Background: an optimization exercise with open tools, aiming at small area, a short achievable clock period and few clock cycles per item. Do not read the settings as production practice. Function was checked by simulation only, so behaviour that the tests miss may differ from the original.

== main ==
Design geofence, start of the top module:
module geofence ( clk,reset,X,Y,R,valid,is_inside);
input clk;
input reset;
input [9:0] X;
input [9:0] Y;
input [10:0] R;
output valid;
output is_inside;
reg [5:0] cyc;
reg valid_r, isin_r;
reg [1:0] opm;    
reg       npm;    
reg [2:0] npa, npb;
reg       sq;     
reg [2:0] nre;    
reg       ce;     
reg [2:0] ci, cj;
reg       acc;    
localparam LAST = 6'd35;
always @(*) begin
    opm = 2'd0; sq = 1'b0; acc = 1'b0; ce = 1'b0; ci = 3'd0; cj = 3'd0;
    npm = 1'b0; npa = 3'd0; npb = 3'd0; nre = 3'd0;
    case (cyc)
    6'd0: begin opm = 2'd0; sq = 1'b0; acc = 1'b0; ce = 1'b0; ci = 3'd0; cj = 3'd0; npm = 1'b0; npa = 3'd0; npb = 3'd0; nre = 3'd0; end
    6'd1: begin opm = 2'd0; sq = 1'b0; acc = 1'b0; ce = 1'b0; ci = 3'd0; cj = 3'd0; npm = 1'b0; npa = 3'd0; npb = 3'd0; nre = 3'd0; end
    6'd2: begin opm = 2'd0; sq = 1'b0; acc = 1'b0; ce = 1'b0; ci = 3'd0; cj = 3'd0; npm = 1'b0; npa = 3'd4; npb = 3'd5; nre = 3'd0; end
    6'd3: begin opm = 2'd0; sq = 1'b0; acc = 1'b0; ce = 1'b0; ci = 3'd0; cj = 3'd0; npm = 1'b0; npa = 3'd3; npb = 3'd5; nre = 3'd0; end
    6'd4: begin opm = 2'd0; sq = 1'b0; acc = 1'b0; ce = 1'b0; ci = 3'd0; cj = 3'd0; npm = 1'b0; npa = 3'd3; npb = 3'd4; nre = 3'd0; end
    6'd5: begin opm = 2'd0; sq = 1'b0; acc = 1'b0; ce = 1'b1; ci = 3'd2; cj = 3'd3; npm = 1'b0; npa = 3'd1; npb = 3'd4; nre = 3'd0; end
    6'd6: begin opm = 2'd0; sq = 1'b0; acc = 1'b0; ce = 1'b1; ci = 3'd1; cj = 3'd3; npm = 1'b0; npa = 3'd1; npb = 3'd3; nre = 3'd0; end
  ...
clock: 22.0 ns
lec_check: 0
abc_clock_period_in_ps: 6000
cap_margin: 20
core_margin: 2
core_utilization: 40
slew_margin: 20
standard.sh (not shown) runs the stock make flow with config.mk's settings and CLKGATE_MAP_FILE= SYNTH_SCRIPT=/design/flow/synth_recipe.tcl, a recipe that flattens the netlist after the stock synthesis.
==> flow/flow/run.sh <==
#!/bin/bash
# The standard layout (the standard.sh, unchanged synthesis and steps),
# with repair_timing asked for 16.5 ns of extra setup slack so that it works
# on the paths that set the achieved period. Same clock and constraints.
set -euo pipefail
bash standard.sh SETUP_SLACK_MARGIN=16.5 finish > flow_make.log 2>&1
main reached the end of the flow, and the finished layout is clean on the timing, design-rule and antenna checks.
Testbench counts of main, summed over its fixed seeds: cycles 86,392, objects 2,400.
Relative to main, the following input files were edited for the feature branch:
- CTS_CLUSTER_SIZE now 20, previously not set
- CTS_CLUSTER_DIAMETER now 150, previously not set
==> flow/flow/run.sh <==
#!/bin/bash
# The standard layout (the standard.sh, unchanged synthesis and steps),
# with repair_timing asked for 16.3 ns of extra setup slack so that it works
# on the paths that set the achieved period. Same clock and constraints.
set -euo pipefail
bash standard.sh SETUP_SLACK_MARGIN=16.3 finish > flow_make.log 2>&1
==> comparison <==
The feature branch against main: wire length of the first global-routing pass down about 0.65%; first-pass iteration count of the detailed router shows an increase of 1; count of sequential standard cells held.
Between the feature branch and main, it is the feature branch whose area growth from synthesis to layout is lower, by 4.8 points.


Another version of the RTL of geofence (not shown whole).
Size: roughly 5300 cells after synthesis, about 580 flip-flops, about 35 I/O pins.
Settings: LEC_CHECK=0, ABC_CLOCK_PERIOD_IN_PS=6000, CAP_MARGIN=20, CORE_MARGIN=2, CORE_UTILIZATION=60, SLEW_MARGIN=20; clock period 22.0 ns.
==> flow/flow/run.sh <==
#!/bin/bash
# The standard layout (the standard.sh, unchanged synthesis and steps),
# with repair_timing asked for 16.5 ns of extra setup slack so that it works
# on the paths that set the achieved period. Same clock and constraints.
set -euo pipefail
bash standard.sh SETUP_SLACK_MARGIN=16.5 finish > flow_make.log 2>&1
The starting point completed without violations.
Testbench counts at the start, summed over its fixed seeds: cycles 86,392, objects 2,400.
==> next run, changes <==
--- a/flow/config.mk
+++ b/flow/config.mk
@@ -11 +11 @@
-export CORE_UTILIZATION = 60
+export CORE_UTILIZATION = 40
What happened:
- count of clock-buffer cells in the layout grows by 10
- clock skew shrinks by 0.025 ns
- hold slack is better by 0.021 ns


Setup of build 30:
geofence, a different RTL version from the one above (not shown whole).
Size: roughly 4,400 cells after synthesis, roughly 35 I/O pins, about 38,000 um^2 of cells after synthesis.
export LEC_CHECK = 0
export ABC_CLOCK_PERIOD_IN_PS = 6000
export CAP_MARGIN = 20
export CORE_MARGIN = 2
export CORE_UTILIZATION = 40
export SLEW_MARGIN = 20
create_clock -name core_clock -period 22.0 [get_ports {clk}]
Scripts as last shown in full above: flow/flow/run.sh
Testbench counts of build 30, summed over its fixed seeds: cycles 86,392, objects 2,400.
Inputs modified between build 30 and build 20:
==> flow/flow/run.sh <==
#!/bin/bash
# The standard layout (the standard.sh, unchanged synthesis and steps),
# with repair_timing asked for 16.3 ns of extra setup slack so that it works
# on the paths that set the achieved period. Same clock and constraints.
set -euo pipefail
bash standard.sh SETUP_SLACK_MARGIN=16.3 finish > flow_make.log 2>&1
Compared with build 30, build 20 shows a higher worst-case clock skew. Build 20: stage delay of the slowest cell on the critical path is 40 ps lower than what build 30 reported. Looking at synthesis-to-finish area growth, build 20 sits below build 30. Mapped cell area essentially unchanged between build 20 and build 30. Share of layout cells above drive strength 1 (build 20 over build 30): decrease, 2.4 points. When build 20 is measured against build 30, its minimum period implied by the final worst setup slack turns out 100 ps lower. From build 30 to build 20 the numbers moved as follows: final core area utilization went down by 1.2 points, setup slack after placement went down by 490 ps, final worst-path cycle share went down by 0.47 points. In the route summary, build 20 ends up with a via count below that of build 30.
For build 93, these inputs were changed with respect to build 20:
- CTS_CLUSTER_DIAMETER: unset -> 150
- CTS_CLUSTER_SIZE: unset -> 20
[summary]
Compared with build 20, the detailed router inserted fewer vias in build 93. Build 93 vs. build 20: clock skew dropped 41 ps; later-pin clock latency in the skew report barely changed; synthesis-to-layout area growth dropped 3.2 points. Cmp build 93 vs build 20: count of antenna diodes in the layout lower in build 93.


job 9946:
geofence, a different RTL version from the one above (not shown whole).
For scale: roughly 5300 cells after synthesis, about 580 flip-flops, ~35 I/O pins.
==> flow/config.mk <==
export PLATFORM = sky130hd
export DESIGN_NAME = geofence
export DESIGN_NICKNAME = geofence
export VERILOG_FILES = /design/flow/design.v
export SDC_FILE = /design/flow/constraint.sdc
export NUM_CORES = 4
export LEC_CHECK = 0
export ABC_CLOCK_PERIOD_IN_PS = 6000
export CAP_MARGIN = 20
export CORE_MARGIN = 2
export CORE_UTILIZATION = 40
export SLEW_MARGIN = 20
==> flow/constraint.sdc <==
create_clock -name core_clock -period 22.0 [get_ports {clk}]
set_input_delay 4.4000 -clock core_clock [delete_from_list [all_inputs] [get_ports {clk}]]
set_output_delay 4.4000 -clock core_clock [all_outputs]
set_load 0.01 [all_outputs]
==> flow/flow/run.sh <==
#!/bin/bash
# The standard layout (the standard.sh, unchanged synthesis and steps),
# with repair_timing asked for 16.7 ns of extra setup slack so that it works
# on the paths that set the achieved period. Same clock and constraints.
set -euo pipefail
bash standard.sh SETUP_SLACK_MARGIN=16.7 finish > flow_make.log 2>&1
Testbench counts of job 9946, summed over its fixed seeds: cycles 86,392, objects 2,400.
[inputs] job 4271 vs job 9946
==> flow/flow/run.sh <==
#!/bin/bash
# The standard layout (the standard.sh, unchanged synthesis and steps),
# with repair_timing asked for 16.5 ns of extra setup slack so that it works
# on the paths that set the achieved period. Same clock and constraints.
set -euo pipefail
bash standard.sh SETUP_SLACK_MARGIN=16.5 finish > flow_make.log 2>&1
Results
On number of nets in the final layout: between job 9946 and job 4271, it ends up higher for job 9946.
Final area: job 9946 and job 4271 compared, higher one is job 9946
On maximum clock frequency: between job 9946 and job 4271, it ends up higher for job 4271.
Job 9946 reports its beginning of the critical path as isin_r while job 4271 reports valid_r.
Changes in job 3938 relative to job 4271:
==> flow/flow/run.sh <==
#!/bin/bash
# The standard layout (the standard.sh, unchanged synthesis and steps),
# with repair_timing asked for 16.3 ns of extra setup slack so that it works
# on the paths that set the achieved period. Same clock and constraints.
set -euo pipefail
bash standard.sh SETUP_SLACK_MARGIN=16.3 finish > flow_make.log 2>&1
==> comparison <==
- Job 3938: number of global-route vias before repair about 2.2% below job 4271
- Diff job 4271 -> job 3938 | transition at the pin with the smallest max-transition slack | increase of 0.023 ns
- Number of nets in the layout for job 3938: about 0.9% down relative to job 4271
- In job 3938, the quantity of gates resized following cts came out 55 below the value in job 4271.
- Job 4271 -> job 3938: cell area decreased by a few percent


Setup of the reference run:
geofence, a different RTL version from the one above (not shown whole).
For scale: roughly 35 I/O pins, about 41,000 sq um of cells after synthesis.
// geofence
module geofence ( clk,reset,X,Y,R,valid,is_inside);
input clk;
input reset;
input [9:0] X;
input [9:0] Y;
input [10:0] R;
output valid;
output is_inside;
reg [5:0] cyc;
reg valid_r, isin_r;
reg [1:0] opm;    
reg       npm;    
reg [2:0] npa, npb;
reg [2:0] nrot;   
reg [1:0] sq;     
reg       rh;     
reg       ce;     
reg [2:0] ci, cj;
reg       acc;    
localparam LAST = 6'd48;
always @(*) begin
    opm = 2'd0; sq = 2'd0; rh = 1'b0; ce = 1'b0; ci = 3'd0; cj = 3'd0; acc = 1'b0;
    npm = 1'b0; npa = 3'd0; npb = 3'd0; nrot = 3'd0;
    case (cyc)
    6'd0: begin opm = 2'd0; sq = 2'd0; rh = 1'b0; ce = 1'b0; ci = 3'd0; cj = 3'd0; acc = 1'b0; npm = 1'b0; npa = 3'd0; npb = 3'd0; nrot = 3'd1; end
    6'd1: begin opm = 2'd0; sq = 2'd0; rh = 1'b0; ce = 1'b0; ci = 3'd0; cj = 3'd0; acc = 1'b0; npm = 1'b0; npa = 3'd0; npb = 3'd0; nrot = 3'd2; end
    6'd2: begin opm = 2'd0; sq = 2'd0; rh = 1'b0; ce = 1'b0; ci = 3'd0; cj = 3'd0; acc = 1'b0; npm = 1'b0; npa = 3'd1; npb = 3'd2; nrot = 3'd3; end
    6'd3: begin opm = 2'd0; sq = 2'd0; rh = 1'b0; ce = 1'b0; ci = 3'd0; cj = 3'd0; acc = 1'b0; npm = 1'b0; npa = 3'd1; npb = 3'd3; nrot = 3'd4; end
    6'd4: begin opm = 2'd0; sq = 2'd0; rh = 1'b0; ce = 1'b0; ci = 3'd0; cj = 3'd0; acc = 1'b0; npm = 1'b0; npa = 3'd2; npb = 3'd3; nrot = 3'd5; end
    6'd5: begin opm = 2'd0; sq = 2'd0; rh = 1'b0; ce = 1'b1; ci = 3'd1; cj = 3'd2; acc = 1'b0; npm = 1'b0; npa = 3'd1; npb = 3'd4; nrot = 3'd0; end
    6'd6: begin opm = 2'd0; sq = 2'd0; rh = 1'b0; ce = 1'b1; ci = 3'd1; cj = 3'd3; acc = 1'b0; npm = 1'b0; npa = 3'd2; npb = 3'd4; nrot = 3'd1; end
    6'd7: begin opm = 2'd0; sq = 2'd0; rh = 1'b0; ce = 1'b1; ci = 3'd2; cj = 3'd3; acc = 1'b0; npm = 1'b0; npa = 3'd3; npb = 3'd4; nrot = 3'd2; end
  ...
export LEC_CHECK = 0
export ABC_CLOCK_PERIOD_IN_PS = 6000
export CAP_MARGIN = 20
export CORE_MARGIN = 2
export CORE_UTILIZATION = 40
export SLEW_MARGIN = 20
create_clock -name core_clock -period 22.0 [get_ports {clk}]
==> flow/flow/run.sh <==
#!/bin/bash
# The standard layout (the standard.sh, unchanged synthesis and steps),
# with repair_timing asked for 15 ns of extra setup slack so that it works
# on the paths that set the achieved period. Same clock and constraints.
set -euo pipefail
bash standard.sh SETUP_SLACK_MARGIN=15 finish > flow_make.log 2>&1
Testbench counts of the reference run, summed over its fixed seeds: cycles 117,592, objects 2,400.
> inputs changed (the reference run -> the trial run)
==> flow/run.sh (new file) <==
#!/bin/bash
# synth_recipe.tcl (not shown) runs the flow's synth.tcl, then flattens the netlist and writes it again
# the make line also repeats each setting of config.mk as NAME=value (left out here)
make -C /OpenROAD-flow-scripts/flow DESIGN_CONFIG=/design/flow/config.mk WORK_HOME=/design/flow/orfs CLKGATE_MAP_FILE= SYNTH_SCRIPT=/design/flow/synth_recipe.tcl finish
removed: flow/flow/run.sh
removed: flow/standard.sh
Findings:
The trial run finished all stages; the layout is clean. sky130_fd_sc_hd__o21ai_1 as the master of the slowest instance on the critical path was reported by the trial run, and sky130_fd_sc_hd__mux4_2 by the reference run. The trial run vs. the reference run: sequential share of cell area ~0 delta; data arrival time of the critical path +0.54 ns; net count reported at finish ~0 delta.

## re-timing with driven ports
How much do the figures lean on ideal ports? The routed layouts below were timed once more, with nothing changed but the port constraints. Step 1, drivers: a clkbuf_16 drives clk and a buf_2 each remaining input, both assumed. Step 2 adds t to the input delays and takes it off the output delays; t is the mean of the earliest and latest rising clock arrival at the registers after step 1. Input paths then give back, and output paths get back, about the clock's delay inside the block. Three values: ideal ports, drivers, drivers and shift; two values: the first two.
run | t (ns) | setup WS [ns] | slew at the worst register clock pin (ns)
main | 0.705 | 16.434 / 16.369 / 16.476 | 0.08 / 0.08
the feature branch | 0.703 | 16.340 / 16.278 / 16.484 | 0.11 / 0.11
the first run of note 2 | 0.695 | 16.402 / 16.402 / 16.402 | 0.08 / 0.08
the second run of note 2 | 0.685 | 16.445 / 16.408 / 16.445 | 0.06 / 0.06
build 30 | 0.696 | 16.312 / 16.250 / 16.541 | 0.08 / 0.08
build 20 | 0.680 | 16.415 / 16.348 / 16.500 | 0.07 / 0.07
build 93 | 0.688 | 16.358 / 16.295 / 16.483 | 0.10 / 0.10
job 9946 | 0.722 | 16.432 / 16.361 / 16.620 | 0.08 / 0.08
job 4271 | 0.695 | 16.452 / 16.388 / 16.624 | 0.08 / 0.08
job 3938 | 0.696 | 16.364 / 16.297 / 16.458 | 0.07 / 0.07
the reference run | 0.712 | 15.515 / 15.515 / 15.515 | 0.07 / 0.07
the trial run | 0.712 | 14.909 / 14.909 / 14.909 | 0.07 / 0.07
After both steps setup and hold are still met in every run listed.
